What follows belongs to an exercise in optimizing a design on an open flow for small area; a production flow would make more cautious choices. Only the layout flow was run in this run; the RTL was not checked for function there.

`flow/design.v`:
```
module adder_array (
        i_vals,
        o_res
    );
    parameter W = 8;
    parameter N = 16;
    input   [(2*W*N) - 1 : 0] i_vals;
    output  [(W*(N+1)) - 1 : 0]   o_res;
    genvar j;
    generate
        for(j=0; j<W; j=j+1) begin : adder_array
            assign o_res   [ (j+1)*(N+1) - 1     : j*(N+1)   ] = 
                    {1'b0, i_vals  [ ((2*j)+1)*N - 1 : (2*j)*N       ]} + 
                    {1'b0, i_vals  [ ((2*j)+2)*N - 1 : ((2*j)+1)*N   ]};
        end
    endgenerate
endmodule
module Tn_adder_tree_pipe (
        clk,
        i_nfu1,          
        o_results
    );
    parameter N = 16;
    parameter Tn = 16;
    input                           clk;
    input [(Tn*N)-1:0]              i_nfu1;    
    output [(N+4)-1:0]                  o_results;
    wire [ (Tn/2 *(N+1))-1 : 0 ]        level_0_out;     
    wire [ (Tn/4 *(N+2))-1 : 0 ]        level_1_out;     
    wire [ (Tn/8 *(N+3))-1 : 0 ]        level_2_out;     
    wire [ (Tn/16*(N+4))-1 : 0 ]        level_3_out;     
    wire [ (N-1) : 0 ]              partial_sum_out;  
    reg [ (Tn*(N+2)/4)-1 : 0 ]         level_1_reg;     
    always @(posedge clk) begin
        level_1_reg <= level_1_out;
    end
    adder_array #(.W(8), .N(16)) L0 (     i_nfu1, level_0_out);
    adder_array #(.W(4), .N(17)) L1 (level_0_out, level_1_out);  
    adder_array #(.W(2), .N(18)) L2 (level_1_reg, level_2_out);  
    adder_array #(.W(1), .N(19)) L3 (level_2_out, level_3_out);
    assign o_results = level_3_out;
endmodule 
module serial_ip_pipe (
                clk,
                reset,
                i_first_cycle,
                i_max,
					      i_precision,
                i_neurons,
                i_synapses,
                i_nbout,
                o_nfu2_out
            );
    parameter N = 16;   
    parameter Ti = 16;  
    input clk;
    input reset;
    input i_first_cycle;
    input i_max;
	  input [4:0] i_precision;
    input [Ti-1:0] i_neurons;
    input [Ti*N-1:0] i_synapses;
    input [N-1:0] i_nbout;
    output reg [N-1:0] o_nfu2_out;
    reg [2*N-1:0] acc_out;
    wire [Ti*N-1:0] and_out;
    wire [ (Ti*N)-1 : 0 ]           complement_out;
    wire [N+4-1:0] tree_out;
    wire [31:0] tree_out_se;
    genvar i;
    genvar b;
    generate
        for(i=0; i<Ti; i=i+1) begin : and_gates1
          for(b=0; b<N; b=b+1) begin : and_gates2
            assign and_out[i*N + b] = i_synapses[i*N + b] & i_neurons[i];
          end
        end
    endgenerate
    generate
        for(i=0; i<Ti; i=i+1) begin : complement1
          assign complement_out[(i+1)*N-1:i*N] = (i_first_cycle & i_neurons[i])? ~and_out[(i+1)*N-1:i*N] + 16'b1 : and_out[(i+1)*N-1:i*N];
        end
    endgenerate
    Tn_adder_tree_pipe tree(
        clk,
        complement_out,         
        tree_out
    );
    assign tree_out_se = {{12{tree_out[19]}},tree_out};  
    reg first_cycle_d;
    always @(posedge clk)
      first_cycle_d <= i_first_cycle;
    always @(posedge clk) begin
      if (reset)
        acc_out <= 0;
      else if (first_cycle_d)
        acc_out <= tree_out_se + {16'b0,i_nbout};
      else
        acc_out <= tree_out_se + (acc_out << 1);
    end
  always @ (*) begin
    if (i_max)
      o_nfu2_out[N-1:0] = (acc_out[N-1:0] > i_nbout)? acc_out[N-1:0] : i_nbout;
    else
      o_nfu2_out[N-1:0] = acc_out[N-1:0];
  end
endmodule
module mylatch (
    clk,
    enable,
    i_data,
    o_data
    );
    parameter N=256;
    input clk;
    input enable;
    input [N-1:0] i_data;
    output reg [N-1:0] o_data;
    reg [N-1:0] held;
    always @(posedge clk)
      if (enable)
        held <= i_data;
    always @(*)
      o_data = enable ? i_data : held;
endmodule
module nfu_1_2_serial_pipe_slice_regfix (
        clk,
        reset,
        i_first_cycle,
		    i_precision,
        i_max,
        i_load,
        i_neurons,
        i_synapses,
        i_nbout,
        o_nfu2_out
    );
    parameter N = 16;   
    parameter Ti = 16;  
    parameter Tn = 1;  
    parameter Tw = 16;  
    input clk;
    input reset;
    input i_first_cycle;   
    input i_max;           
    input [ Tw - 1 : 0 ] i_load;           
    input [4:0] i_precision;
    input [ ((1*Tw*Ti) - 1) : 0 ]      i_neurons;    
    input [ ((N*Ti*Tn) - 1) : 0 ]      i_synapses;
    input [ ((N*Tw*Tn) - 1) : 0 ]      i_nbout;      
    output [(Tw*Tn*N) - 1 : 0]     o_nfu2_out;
    wire [4095:0] out_sr;
    mylatch L0(clk, i_load[0],   i_synapses[255:0    ], out_sr[255:0    ]);
    mylatch L1(clk, i_load[1],   i_synapses[255:0    ], out_sr[511:256  ]);
    mylatch L2(clk, i_load[2],   i_synapses[255:0    ], out_sr[767:512  ]);
    mylatch L3(clk, i_load[3],   i_synapses[255:0    ], out_sr[1023:768 ]); 
    mylatch L4(clk, i_load[4],   i_synapses[255:0    ], out_sr[1279:1024]);
    mylatch L5(clk, i_load[5],   i_synapses[255:0    ], out_sr[1535:1280]);
    mylatch L6(clk, i_load[6],   i_synapses[255:0    ], out_sr[1791:1536]);
    mylatch L7(clk, i_load[7],   i_synapses[255:0    ], out_sr[2047:1792]);
    mylatch L8(clk, i_load[8],   i_synapses[255:0    ], out_sr[2303:2048]);
    mylatch L9(clk, i_load[9],   i_synapses[255:0    ], out_sr[2559:2304]);
    mylatch L10(clk, i_load[10], i_synapses[255:0    ], out_sr[2815:2560]);
    mylatch L11(clk, i_load[11], i_synapses[255:0    ], out_sr[3071:2816]);
    mylatch L12(clk, i_load[12], i_synapses[255:0    ], out_sr[3327:3072]);
    mylatch L13(clk, i_load[13], i_synapses[255:0    ], out_sr[3583:3328]);
    mylatch L14(clk, i_load[14], i_synapses[255:0    ], out_sr[3839:3584]);
    mylatch L15(clk, i_load[15], i_synapses[255:0    ], out_sr[4095:3840]);
    genvar n;
    genvar w;
    generate
        for(w=0; w<Tw; w=w+1) begin : W_TILE
          for(n=0; n<Tn; n=n+1) begin : N_TILE
            serial_ip_pipe ip_tile (
                clk,
                reset,
                i_first_cycle,
                i_max,
                i_precision,
                i_neurons   [ Ti*(w+1) - 1 : Ti*w ],
                out_sr  [ 256*(w+1) - 1 : 256*w ],
                i_nbout    [ N*(w*Tn + n + 1) - 1 :  N*(w*Tn + n) ],
                o_nfu2_out [ N*(w*Tn + n + 1) - 1 :  N*(w*Tn + n) ]
            );
          end
        end
    endgenerate
endmodule 
module top_stripes_node_slice (
        clk,                     
        reset,                   
        i_inputs,                
        i_synapses,              
        i_nbout,                 
        i_first_cycle,
        i_precision,
        i_maxpool,
        i_load,
        o_to_bus
    );
    parameter N             = 16;
    parameter Tn            = 1;
    parameter Tw            = 16;
    parameter Ti            = 16;
    parameter ADDR_WIDTH    = 6;
    parameter N_OPS         = 1;
    parameter BIT_IDX = 4;
    input                       clk;
    input                       reset;
    input                       i_maxpool;
    input [((N*Ti) - 1):0]      i_inputs;
    input [ Tw - 1 : 0 ]        i_load;
    input [((N*Tn*Ti) - 1):0]   i_synapses;
    input[(N*Tn*Tw)-1:0]        i_nbout;
    input                       i_first_cycle;
    input [4:0]                 i_precision;
    output [((N*Tw*Tn) - 1):0]     o_to_bus;
    wire [(N*Tw*Tn)-1:0]     nfu1_2_serial_out;
    wire [(N*Tn)-1:0]        mux_out;
    assign o_to_bus     = nfu1_2_serial_out;
    nfu_1_2_serial_pipe_slice_regfix MAIN_PIPE_STAGE (
        clk,
        reset,
        i_first_cycle,
        i_precision,
        i_maxpool,
        i_load,
        i_inputs,
        i_synapses,
        i_nbout,
        nfu1_2_serial_out
    );
endmodule
```
`flow/run.sh`:
```
#!/bin/bash
# synth_recipe.tcl (not shown) runs the flow's synth.tcl, then flattens the netlist and writes it again
# the make line also repeats each setting of config.mk as NAME=value (left out here)
make -C /OpenROAD-flow-scripts/flow DESIGN_CONFIG=/design/flow/config.mk WORK_HOME=/design/flow/orfs CLKGATE_MAP_FILE= SYNTH_SCRIPT=/design/flow/synth_recipe.tcl finish
```
`flow/config.mk`:
```
export PLATFORM = sky130hd
export DESIGN_NAME = top_stripes_node_slice
export DESIGN_NICKNAME = top_stripes_node_slice
export VERILOG_FILES = /design/flow/design.v
export SDC_FILE = /design/flow/constraint.sdc
export NUM_CORES = 8
export LEC_CHECK = 0
export CAP_MARGIN = 40
export CORE_MARGIN = 2
export CORE_UTILIZATION = 30
export PLACE_DENSITY = 0.4
export SLEW_MARGIN = 40
```
`flow/constraint.sdc`:
```
create_clock -name core_clock -period 10.0 [get_ports {clk}]
set_input_delay 2.0000 -clock core_clock [delete_from_list [all_inputs] [get_ports {clk}]]
set_output_delay 2.0000 -clock core_clock [all_outputs]
set_load 0.01 [all_outputs]
```
==> Implementation_results.wiki <==
{| class="wikitable"
! Metric !! Value
|-
| Status || timing/DRC/antenna clean
|-
| Post-CTS setup repair buffer count || 0
|-
| Final standard cell utilization of the core || 34.7%
|-
| Iteration-0 DRC Markers || 40100
|-
| Ratio of routed vias to standard cells || 5.35
|-
| Antenna Violating Nets Remaining || 0
|-
| Arrival @ worst endpoint || 5.77 ns
|-
| Number of global-route vias before repair || 339000
|-
| Most common cell after layout, fill and taps aside || dfxtp_1
|-
| Destination of the critical timing path || o_to_bus[53]
|-
| I/O Buffers || 1043
|-
| Warnings from Yosys || 3
|-
| Clock period minus worst slack || 7.77 ns
|-
| Buffers plus inverters on the worst setup path || 3
|-
| Number of enable flip-flop cells after synthesis || 0
|-
| Final Hold Fails || 0
|-
| Pre-CTS setup slack || 1.88 ns
|-
| Die Footprint || 1390000 µm²
|-
| Instance area after placement || 451000 µm²
|-
| Post-CTS sizing || 0
|-
| Top flip-flop cell by instance count after synthesis || dfxtp_1
|-
| Clk pin slew, worst setup/hold paths || 0.05 ns
|-
| Fraction of synthesis flops using an asynchronous set or reset pin || 0%
|-
| Top Family by Delay on Critical Path || compound AO/OA/AOI/OAI gates
|-
| TritonCTS clock tree || yes
|-
| Most prevalent standard cell on the critical path || o21a_1
|-
| Category of the worst setup path capture point || output port
|-
| Period utilization || 77.7%
|-
| Required time at the worst-slack endpoint || 8.00 ns
|-
| Total clock sinks || 5377
|-
| Post-DR wirelength/cell || 32.8 µm
|-
| Die width || 1180 µm
|-
| Wire length of the first global-routing pass || 2940000 µm
|-
| Synthesized netlist cell count || 47000
|-
| Cts bufs inserted || 720
|-
| Crit-path cells || clkdlybuf4s50_1 -> inv_1 -> ha_1 -> nor2b_1 -> o21a_1 -> o21a_1 -> o211ai_1 -> a21o_1 -> a31oi_1 -> a211oi_1 -> o21a_1 -> mux2_2 -> clkdlybuf4s50_1
|-
| Area Growth Syn to Fin || 15.3%
|-
| Core region area || 1380000 µm²
|-
| GRT overflow || 0
|-
| Clock tree skew after final layout || 0.0548 ns
|-
| Worst hold-check slack || 0.472 ns
|-
| Crit path launch || i_nbout[49]
|-
| Aggregate global-route resource usage || 30.6%
|-
| Max cap viols || 0
|-
| Synthesized area per cell || 8.84 µm²
|-
| Number of filler cells placed in the layout || 143000
|-
| Final setup TNS || 0 ns
|-
| Final Setup Violations || 0
|-
| Unrepaired setup endpoints after global routing || no
|-
| Worst r2r path cells || 22
|-
| GPL Wtd Cong || 0.983
|-
| Initial antenna violation count || 803
|-
| Number of flip-flops and latches in the synthesized netlist || 5377
|-
| Initial core utilization || 30.1%
|-
| Number of remaining DRC errors || 0
|-
| Clock latency reported for the late side of the worst-skew pair || 1.24 ns
|-
| Highest-count cells in the layout ignoring fill and taps || dfxtp_1, inv_1, nand2_1, mux2_2, xnor2_1
|-
| I/O pin count || 1049
|-
| Number of buffers added to fix hold violations after cts || 0
|-
| Worst setup SP type || input pin
|-
| Slowest stage delay, CP || 0.75 ns
|-
| Combined area of all synthesized cells || 415000 µm²
|-
| First drt pass iteration count || 6
|-
| Post-detail-place hpwl || 1780000 µm
|-
| Achievable Freq || 129 MHz
|-
| Num rows || 432
|-
| Worst-Margin Slew || 1.06 ns
|-
| Class of the tightest hold or removal check || register to register
|-
| Netlist cell types || 113
|-
| Largest register FFs || 1024
|-
| Max Slew Vio Count || 0
|-
| Depth of the CTS H-tree || 6
|-
| Fraction of layout cells with a size suffix above 1 || 14.3%
|-
| Buffer cell driving the clock tree root || clkbuf_16
|-
| Slowest cell on crit path || clkdlybuf4s50_1
|-
| Maximum number of pins on one net before global-route repair || 162
|-
| Total detailed-routing wirelength || 2230000 µm
|-
| Kind of critical path || input pin to output port
|-
| Setup slack after layout || 2.23 ns
|-
| Logic depth of the worst path, buffers included || 13
|-
| Largest fanout on the critical path || 16
|-
| Worst reg2reg setup slack || 2.62 ns
|-
| Synthesized net count || 52500
|-
| Fraction of the yosys area taken by sequential cells || 25.9%
|-
| Number of buffers on the longest clock path || 5
|-
| Cell total after placement || 65400
|-
| Final standard cell count with taps included and fillers excluded || 67900
|-
| Nets || 53200
|-
| Die boundary height || 1180 µm
|-
| Count of vias placed by the detailed router || 363000
|-
| Non-Filler Cell Area, Final || 479000 µm²
|-
| Remaining max-slew budget at the tightest pin || 28.7%
|}
## per-layer routing
layer / vias up / part of all wire (%) / GRT usage (%)
li1: 163000 / - / -
met3: 3119 / 11 / 10.2
met5: - / 0.088 / 0
met2: 16000 / 42 / 44.5
met4: 304 / 5.0 / 14.9
met1: 181000 / 42 / 40.5
## cells by family (layout without fill, tap and decap cells)
group | Yosys count | in the layout | share of synthesized area (%)
muxes | 4472 | 4472 | 11.8
AOI/OAI and AO/OA | 9220 | 9220 | 14.3
DFF | 5377 | 5377 | 25.9
other | 0 | 1210 | 0
and+or+nand+nor | 12000 | 12000 | 14.2
adders and majority gates | 4704 | 4704 | 18.6
xor gates and xnor gates | 3879 | 3879 | 8.34
buffers and inverters | 7354 | 8615 | 6.94
## cells in the mapped netlist, types with 346 or more instances
cell type,n,area share [%]
a21o_1,567,1.0
a21oi_1,2192,2.6
a31oi_1,391,0.59
and2_1,829,1.2
and3_1,456,0.69
buf_2,487,0.59
clkbuf_1,1492,1.3
dfxtp_1,5377,26
fa_1,2432,12
ha_1,2272,6.8
inv_1,5090,4.6
mux2_2,3404,9.2
mux2i_1,1066,2.6
nand2_1,3503,3.2
nand2b_1,496,0.75
nand3_1,1229,1.5
nor2_1,2234,2.0
nor3_1,1209,1.5
o21a_1,569,1.0
o21ai_0,2445,2.9
o31ai_1,552,1.0
or2_2,346,0.52
or3_1,416,0.63
xnor2_1,3115,6.6
xor2_1,713,1.5
## cell type report
cell class | instances | area, µm² | area share (%)
Sequential cell | 5377 | 108000 | 22.5
Inverter | 5125 | 19200 | 4.02
Clock inverter | 256 | 3430 | 0.717
Timing Repair Buffer | 2200 | 19900 | 4.16
Antenna cell | 1210 | 3030 | 0.632
Tap cell | 18400 | 23100 | 4.82
Multi-Input combinational cell | 34300 | 281000 | 58.7
Clock buffer | 1034 | 21300 | 4.45
## worst min-delay path by stage
stage	startpoint	depth (start not counted)	to
2_1_floorplan	MAIN_PIPE_STAGE.L13.held[0]	2	MAIN_PIPE_STAGE.L13.held[0]
3_3_place_gp	MAIN_PIPE_STAGE.L3.held[239]	1	MAIN_PIPE_STAGE.L3.held[239]
3_5_place_dp	MAIN_PIPE_STAGE.L1.held[95]	1	MAIN_PIPE_STAGE.L1.held[95]
4_1_cts	MAIN_PIPE_STAGE.L11.held[79]	1	MAIN_PIPE_STAGE.L11.held[79]
5_1_grt	MAIN_PIPE_STAGE.L4.held[127]	1	MAIN_PIPE_STAGE.L4.held[127]
6_report	MAIN_PIPE_STAGE.L2.held[159]	1	MAIN_PIPE_STAGE.L2.held[159]

-- what the ideal ports hide --
The results above use ideal ports. As a check the final layout listed here was re-extracted and re-timed, cells and wires unchanged.
Step 1, drivers: a clkbuf_16 drives clk and a buf_2 each remaining input, both assumed.
Step 2, shift: input delay + t, output delay - t, t = (earliest + latest rising clock arrival at the registers) / 2. This alone moves slack from input paths to output paths.
a / b / c = ideal / step 1 / step 2; a / b = the first two.
t, ns: 1.399
setup slack, ns: 2.233 / 2.201 / 1.415
hold WS [ns]: 0.472 / 0.472 / 0.472
After both steps setup and hold are still met in this run. For this run, drivers alone change the setup slack by -0.032 ns; drivers and shift together by -0.818 ns.
